This design comes from an exercise in tuning for small area, a short achievable clock period and few clock cycles on the open sky130 flow, not from production work. Where RTL was checked, it was by simulation tests only, not by an equivalence proof against the original. Power is estimated from default activity; no workload was simulated.

## RNN
module RNN(clk,reset,busy,ready,i_en,idata,mdata_w,mce,mdata_r,maddr,msel);
clock: 5.0 ns
lec_check: 0
abc_clock_period_in_ps: 2400
cap_margin: 20
core_margin: 2
core_utilization: 60
cts_buf_list: sky130_fd_sc_hd__clkbuf_8 sky130_fd_sc_hd__clkbuf_16
cts_cluster_diameter: 50
cts_cluster_size: 30
place_density: 0.75
setup_slack_margin: 2.6
slew_margin: 20
run.sh (not shown) runs the stock make flow with config.mk's settings and CLKGATE_MAP_FILE= SYNTH_SCRIPT=/design/flow/synth_recipe.tcl, a recipe that flattens the netlist after the stock synthesis.
The first run went through all stages and came out clean.
Rerun with:
--- a/flow/design.v
+++ b/flow/design.v
@@ -28,22 +28,23 @@
 reg  [10:0] tcnt, tlast;
 reg         tpos;         
 reg  [2:0]  op;           
 reg         last_r;
 reg         busy_r, ien_r, mce_r, wr_r;
 reg  [2:0]  msel_r;
 reg  [16:0] maddr_r;
 reg  [17:0] wd;
 reg  [3:0]  pcnt;
 reg  [5:0]  pop;
-wire        pvalid = (pcnt >= 4'd10);    
-wire [3:0]  xg = idata[4*pcnt[2:0] +: 4];
+reg         pvalid;       
+reg         tlq;          
+reg  [3:0]  xg;           
 wire [2:0]  xg_n = xg[0] + xg[1] + xg[2] + xg[3];
 reg  [5:0]  kq;           
 reg  [5:0]  cand;         
 reg  [5:0]  wcnt;         
 reg         candeq;       
 reg         n63;          
 reg         slotA;        
 reg  [17:0] H;
 reg  [5:0]  jH;
 reg         hv, hnew;
@@ -112,21 +113,21 @@
                     n_k = (opA == OP_WHH) ? kcnt + 6'd1 : 6'd0;
                     n_last = (opA == OP_WHH) && (kcnt == 6'd62);
                 end
             end
             endcase
         end
     end
     ST_DRAIN: begin
         n_op = OP_PAD;
         if (!inflight && pvalid) begin
-            if (tcnt == tlast) begin
+            if (tlq) begin
                 n_st = ST_DONE; n_op = OP_NONE; n_busy = 1'b0;
             end else begin
                 n_st = ST_RUN; n_tcnt = tcnt + 11'd1; n_tpos = 1'b1;
                 n_op = OP_WS; n_j = cand; n_jb = cand; n_n = 6'd0;
             end
         end
     end
     default: begin  
         n_busy = 1'b0;
     end
@@ -145,38 +146,41 @@
     OP_WHH: begin p_msel = 3'b010; p_maddr = {5'd0, j, ph1}; end
     OP_T:   p_msel = 3'b100;
     default: p_mce = 1'b0;
     endcase
     if (wr_next) begin
         p_mce = 1'b1; p_msel = 3'b101; p_maddr = {tcnt, wj};
     end
 end
 always @(posedge clk) begin
     ph <= ph1;
+    pvalid <= ~ien_r & (pcnt >= 4'd10);
+    tlq <= (tcnt == tlast);
     if (ien_r) pcnt <= 4'd0;
     else if (pcnt != 4'd15) pcnt <= pcnt + 4'd1;
-    if (pcnt == 4'd0) pop <= {3'd0, xg_n};
-    else if (pcnt < 4'd8) pop <= pop + {3'd0, xg_n};
+    xg <= idata[4*pcnt[2:0] +: 4];
+    if (pcnt == 4'd1) pop <= {3'd0, xg_n};
+    else if (pcnt >= 4'd2 && pcnt <= 4'd8) pop <= pop + {3'd0, xg_n};
     kq <= pop + 6'd9;
     cand <= ph1 + kq;
     candeq <= (ph1 + kq == jb);
     n63 <= (n_n == 6'd63);
     slotA <= (n_op == OP_WS) | (n_op == OP_PAD);
     if (st == ST_START && ien_r) tlast <= mdata_r[10:0] - 11'd1;
     st <= n_st; opA <= n_op; lastA <= n_last; widxA <= n_widx; busyA <= n_busy;
     tpos <= n_tpos; j <= n_j; jb <= n_jb; n <= n_n; kcnt <= n_k;
     mask <= n_mask; tcnt <= n_tcnt; wcnt <= n_wcnt;
     op <= opA; last_r <= lastA;
     mce_r <= p_mce; msel_r <= p_msel; maddr_r <= p_maddr; wr_r <= wr_next;
     wd <= wr_next ? (lf1 ? hres : H) : 18'd0;
     busy_r <= (st == ST_IDLE) ? ready : busyA;
-    ien_r <= (st == ST_IDLE) ? ready : (opA == OP_WS && n63 && tcnt != tlast);
+    ien_r <= (st == ST_IDLE) ? ready : (opA == OP_WS && n63 && ~tlq);
     if (reset) begin
         ph <= 6'd0;
         st <= ST_IDLE; opA <= OP_T; slotA <= 1'b0; lastA <= 1'b0; busyA <= 1'b0;
         tpos <= 1'b0; tcnt <= 11'd0;
         op <= OP_NONE; last_r <= 1'b0;
         mce_r <= 1'b1; msel_r <= 3'b100; wr_r <= 1'b0;
         busy_r <= 1'b0; ien_r <= 1'b0;
     end
 end
 reg  [18*64-1:0] ra, rb;
- utilization falls by 0.67 points
- worst setup slack gains 0.95 ns
- power stays flat
- via count hardly moves
- sequential share of layout area rises by 0.62 points
- synthesized cell count rises by about 1.6%
- routed wire length hardly moves
- clock power is about the same
No functional check of the RTL was part of any run of this note.

09-26:
Another version of the RTL of RNN (not shown whole).
Size: about 2,900 flip-flops, ~98 I/O pins, about 0.076 sq mm of cells after synthesis.
==> flow/design.v (excerpt) <==
module RNN(clk,reset,busy,ready,i_en,idata,mdata_w,mce,mdata_r,maddr,msel);
input           clk, reset;
input           ready;
input    [31:0] idata;
input    [19:0] mdata_r;
output          busy;
output          i_en;
output          mce;
output   [16:0] maddr;
output   [19:0] mdata_w;
output    [2:0] msel;
localparam AW = 43;
localparam OP_NONE = 3'd0, OP_WS = 3'd1, OP_BIH = 3'd2, OP_BHH = 3'd3,
           OP_WIH = 3'd4, OP_WHH = 3'd5, OP_PAD = 3'd6, OP_T = 3'd7;
localparam ST_IDLE = 3'd0, ST_START = 3'd1, ST_RUN = 3'd2, ST_DRAIN = 3'd3,
           ST_DONE = 3'd4;
reg  [2:0]  st;
reg  [2:0]  opA;          
reg         lastA;        
reg  [4:0]  widxA;        
reg         busyA;
reg  [5:0]  ph;           
reg  [5:0]  j;            
reg  [5:0]  jb;           
reg  [5:0]  n;            
reg  [5:0]  kcnt;         
reg  [31:0] mask;         
reg  [10:0] tcnt, tlast;
reg         tpos;         
reg  [2:0]  op;           
reg         last_r;
reg         busy_r, ien_r, mce_r, wr_r;
reg  [2:0]  msel_r;
reg  [16:0] maddr_r;
reg  [17:0] wd;
reg  [3:0]  pcnt;
reg  [5:0]  pop;
reg         pvalid;       
reg         tlq;          
reg  [3:0]  xg;           
wire [2:0]  xg_n = xg[0] + xg[1] + xg[2] + xg[3];
reg  [5:0]  cand;         
reg  [5:0]  wcnt;         
reg         candeq;       
reg  [5:0]  dk;           
reg         whhA;         
reg         n63;          
reg         slotA;        
reg  [17:0] H;
reg  [5:0]  jH;
reg         hv, hnew;
wire [17:0] hres;
reg l1, l2, la, lf1;
reg f1, f2;
wire [5:0] ph1 = ph + 6'd1;
  ...
Settings: LEC_CHECK=0, ABC_CLOCK_PERIOD_IN_PS=2400, CAP_MARGIN=20, CORE_MARGIN=2, CORE_UTILIZATION=60, CTS_BUF_LIST=sky130_fd_sc_hd__clkbuf_16, CTS_CLUSTER_DIAMETER=100, CTS_CLUSTER_SIZE=30, PLACE_DENSITY=0.75, SETUP_SLACK_MARGIN=2.7, SLEW_MARGIN=20; clock period 5.0 ns.
standard.sh (not shown) runs the stock make flow with config.mk's settings and CLKGATE_MAP_FILE= SYNTH_SCRIPT=/design/flow/synth_recipe.tcl, a recipe that flattens the netlist after the stock synthesis.
==> flow/flow/run.sh <==
#!/bin/bash
# The standard layout, except that the input and output ports are
# buffered with plain buffers (buf_4) rather than the delay-cell buffers
# buffer_ports picks by default.  make's full output goes to standard_flow.log;
# each ORFS step keeps its own log under orfs/logs.
set -euo pipefail
bash standard.sh "BUFFER_PORTS_ARGS=-buffer_cell sky130_fd_sc_hd__buf_4" finish > standard_flow.log 2>&1
Looking at the reports, 09-26 completed the entire flow and the layout it produced met the timing, DRC and antenna checks.
Testbench counts of 09-26, summed over its fixed seeds: cycles 425,028.
> inputs changed (09-26 -> 10-18)
diff --git a/flow/design.v b/flow/design.v
--- a/flow/design.v
+++ b/flow/design.v
@@ -33,16 +33,16 @@
 reg  [2:0]  msel_r;
 reg  [16:0] maddr_r;
 reg  [17:0] wd;
 reg  [3:0]  pcnt;
 reg  [5:0]  pop;
 reg         pvalid;       
 reg         tlq;          
-reg  [3:0]  xg;           
-wire [2:0]  xg_n = xg[0] + xg[1] + xg[2] + xg[3];
+wire [3:0]  xg = idata[4*pcnt[2:0] +: 4];
+reg  [2:0]  xg_n;         
 reg  [5:0]  cand;         
 reg  [5:0]  wcnt;         
 reg         candeq;       
 reg  [5:0]  dk;           
 reg         whhA;         
 reg         n63;          
 reg         slotA;        
@@ -154,15 +154,15 @@
 end
 always @(posedge clk) begin
     ph <= ph1;
     pvalid <= ~ien_r & (pcnt >= 4'd9);
     tlq <= (tcnt == tlast);
     if (ien_r) pcnt <= 4'd0;
     else if (pcnt != 4'd15) pcnt <= pcnt + 4'd1;
-    xg <= idata[4*pcnt[2:0] +: 4];
+    xg_n <= {2'd0, xg[0]} + {2'd0, xg[1]} + {2'd0, xg[2]} + {2'd0, xg[3]};
     if (pcnt == 4'd1) pop <= {3'd0, xg_n};
     else if (pcnt >= 4'd2 && pcnt <= 4'd8) pop <= pop + {3'd0, xg_n};
     cand <= ph + pop + 6'd10;
     dk <= jb - pop - 6'd10;
     candeq <= (ph == dk);
     whhA <= (n_op == OP_WHH);
     n63 <= (n_n == 6'd63);
Results
Comparing setup slack for 09-26 and 10-18, the smaller number came from 09-26.
| layout net count | 10-18 vs 09-26 | ≈ equal |
When the final numbers for 09-26 and 10-18 were put side by side, the area after synthesis turned out to be greater in 10-18.
NOTE fmax 09-26->10-18 increased slightly
Diff 09-26 -> 10-18: part of the total power dissipated in the clock network decreased by 0.2 points relative to the old numbers, via count closely matched the old numbers, stage delay of the slowest cell on the critical path saw a decrease.
Multiplexer share of the synthesized area: higher on 10-18
Where power is concerned, 09-26 is better than 10-18.
Testbench counts of 10-18, summed over its fixed seeds: cycles 425,028.

== rev 12 ==
Another version of the RTL of RNN (not shown whole).
Size in the first run: roughly 5500 cells after synthesis, roughly 98 I/O pins, ~77000 um2 of cells after synthesis.
clock: 5.0 ns
lec_check: 0
abc_clock_period_in_ps: 2400
cap_margin: 20
core_margin: 2
core_utilization: 40
cts_buf_list: sky130_fd_sc_hd__clkbuf_8 sky130_fd_sc_hd__clkbuf_16
cts_cluster_diameter: 50
cts_cluster_size: 30
setup_slack_margin: 2.6
slew_margin: 20
run.sh (not shown) runs the stock make flow with config.mk's settings and CLKGATE_MAP_FILE= SYNTH_SCRIPT=/design/flow/synth_recipe.tcl, a recipe that flattens the netlist after the stock synthesis.
Stock flow here: none of the scripts above is used.
Input changes introduced in rev 13 (baseline for comparison: rev 12):
-- flow/design.v --
<<< rev 12, line 25
reg  [5:0]  n;            
reg  [5:0]  kcnt;         
reg  [2:0]  scnt;
reg  [31:0] mask;         
reg  [10:0] tcnt, tlast;
>>> rev 13, line 25
reg  [5:0]  n;            
reg  [5:0]  kcnt;         
reg  [1:0]  scnt;
reg  [31:0] mask;         
reg  [10:0] tcnt, tlast;
<<< rev 12, line 38
reg  [4:0]  pr0, pr1;
reg  [5:0]  pop;
reg  [5:0]  kq;           
reg  [5:0]  cand;         
reg  [5:0]  wcnt;         
reg  [17:0] H;
reg  [5:0]  jH;
>>> rev 13, line 38
reg  [4:0]  pr0, pr1;
reg  [5:0]  pop;
wire [5:0]  cand = ph + pop + 6'd9;
reg  [17:0] H;
reg  [5:0]  jH;
<<< rev 12, line 59
end
wire [31:0] mask_nx = mask & (mask - 32'd1);
reg  [2:0]  n_st, n_op;
reg         n_last, n_busy, n_tpos;
reg  [4:0]  n_widx;
reg  [5:0]  n_j, n_jb, n_n, n_k, n_wcnt;
reg  [2:0]  n_scnt;
reg  [31:0] n_mask;
reg  [10:0] n_tcnt;
>>> rev 13, line 57
end
wire [31:0] mask_nx = mask & (mask - 32'd1);
wire        mask_nz = |mask;
wire        mask_nx_nz = |mask_nx;
reg  [2:0]  n_st, n_op;
reg         n_last, n_busy, n_tpos;
reg  [4:0]  n_widx;
reg  [5:0]  n_j, n_jb, n_n, n_k;
reg  [1:0]  n_scnt;
reg  [31:0] n_mask;
reg  [10:0] n_tcnt;
<<< rev 12, line 69
    n_st = st; n_op = OP_NONE; n_last = 1'b0; n_busy = busyA; n_tpos = tpos;
    n_widx = widxA; n_j = j; n_jb = jb; n_n = n; n_k = kcnt; n_scnt = scnt;
    n_mask = mask; n_tcnt = tcnt; n_wcnt = wcnt;
    if (opA == OP_WS) begin
        n_mask = idata; n_wcnt = pop;
    end
    case (st)
    ST_IDLE: begin
        n_op = OP_T;
        if (ready) begin
            n_busy = 1'b1; n_st = ST_START; n_scnt = 3'd0; n_op = OP_NONE;
        end
    end
    ST_START: begin
        n_scnt = scnt + 3'd1;
        if (scnt == 3'd5) begin
            n_st = ST_RUN; n_op = OP_WS; n_j = cand; n_jb = cand; n_n = 6'd0;
        end
>>> rev 13, line 69
    n_st = st; n_op = OP_NONE; n_last = 1'b0; n_busy = busyA; n_tpos = tpos;
    n_widx = widxA; n_j = j; n_jb = jb; n_n = n; n_k = kcnt; n_scnt = scnt;
    n_mask = mask; n_tcnt = tcnt;
    if (opA == OP_WS) n_mask = idata;
    case (st)
    ST_IDLE: begin
        n_op = OP_T;
        if (ready) begin
            n_busy = 1'b1; n_st = ST_START; n_scnt = 2'd0; n_op = OP_NONE;
        end
    end
    ST_START: begin
        n_scnt = scnt + 2'd1;
        if (scnt == 2'd3) begin
            n_st = ST_RUN; n_op = OP_WS; n_j = cand; n_jb = cand; n_n = 6'd0;
        end
<<< rev 12, line 103
            end
            default: begin  
                if (wcnt != 6'd0) begin
                    n_op = OP_WIH; n_widx = ctz; n_wcnt = wcnt - 6'd1;
                    n_mask = mask_nx; n_last = ~tpos & (wcnt == 6'd1);
                end else begin
                    n_op = OP_WHH;
>>> rev 13, line 101
            end
            default: begin  
                if (mask_nz) begin
                    n_op = OP_WIH; n_widx = ctz;
                    n_mask = mask_nx; n_last = ~tpos & ~mask_nx_nz;
                end else begin
                    n_op = OP_WHH;
<<< rev 12, line 157
    pr1 <= pq[14:12] + pq[17:15] + pq[20:18] + pq[23:21];
    pop <= pr0 + pr1;
    kq <= pop + 6'd9;
    cand <= ph1 + kq;
    if (st == ST_START && scnt == 3'd0) tlast <= mdata_r[10:0] - 11'd1;
    st <= n_st; opA <= n_op; lastA <= n_last; widxA <= n_widx; busyA <= n_busy;
    tpos <= n_tpos; j <= n_j; jb <= n_jb; n <= n_n; kcnt <= n_k; scnt <= n_scnt;
    mask <= n_mask; tcnt <= n_tcnt; wcnt <= n_wcnt;
    op <= opA; last_r <= lastA;
    mce_r <= p_mce; msel_r <= p_msel; maddr_r <= p_maddr; wr_r <= wr_next;
    wd <= wr_next ? (lf1 ? hres : H) : 18'd0;
    busy_r <= (st == ST_IDLE) ? ready : busyA;
    ien_r <= (st == ST_IDLE) ? ready : (opA == OP_WS && n == 6'd63 && tcnt != tlast);
    if (reset) begin
        ph <= 6'd0;
>>> rev 13, line 155
    pr1 <= pq[14:12] + pq[17:15] + pq[20:18] + pq[23:21];
    pop <= pr0 + pr1;
    if (st == ST_START && scnt == 2'd0) tlast <= mdata_r[10:0] - 11'd1;
    st <= n_st; opA <= n_op; lastA <= n_last; widxA <= n_widx; busyA <= n_busy;
    tpos <= n_tpos; j <= n_j; jb <= n_jb; n <= n_n; kcnt <= n_k; scnt <= n_scnt;
    mask <= n_mask; tcnt <= n_tcnt;
    op <= opA; last_r <= lastA;
    mce_r <= p_mce; msel_r <= p_msel; maddr_r <= p_maddr; wr_r <= wr_next;
    if (wr_next) wd <= lf1 ? hres : H;
    busy_r <= (st == ST_IDLE) ? ready : busyA;
    ien_r <= (st == ST_IDLE) ? ready : (opA == OP_BIH && n == 6'd63 && tcnt != tlast);
    if (reset) begin
        ph <= 6'd0;
Notes after the runs:
Per the comparison of rev 13 with rev 12, internal power of the cells now smaller, net switching power of the design climbed 2.2%. Clock buffer instance count of the final layout: lower on rev 13. Summary of rev 13 over rev 12: critical path depth now larger, transition time of the tightest slew-check pin now larger.
No run of this note included a check of the RTL's function; only the layout flow was run.

## what the ideal ports hide
How much do the figures lean on ideal ports? The routed layouts below were timed once more, with nothing changed but the port constraints. Step 1 sets driving cells, clkbuf_16 on the clock port and buf_2 on the other inputs (assumed; they add their load-dependent delay and slew). Step 2, shift: input delay + t, output delay - t, t = (earliest + latest rising clock arrival at the registers) / 2. This alone moves slack from input paths to output paths. Three values: no drivers, after step 1, after step 2; two values: the first two.
run	t, ns	setup WS [ns]	worst setup path at the end	worst register clock-pin slew, ns
the first run of note 1	0.867	1.657 / 1.696 / 0.840	input to register	0.11 / 0.11
the second run of note 1	0.865	2.609 / 2.599 / 1.756	input to register	0.11 / 0.11
09-26	0.819	2.659 / 2.625 / 2.042	input to register	0.12 / 0.12
10-18	0.812	2.684 / 2.611 / 2.097	input to register	0.11 / 0.11
rev 12	0.890	2.596 / 2.594 / 1.704	input to register	0.10 / 0.10
rev 13	0.895	2.275 / 2.275 / 1.732	input to register	0.11 / 0.11
After both steps every run listed still meets setup and hold. The setup slack of rev 12, which loses most, moves by -0.002 ns with the drivers and by -0.892 ns with both steps.
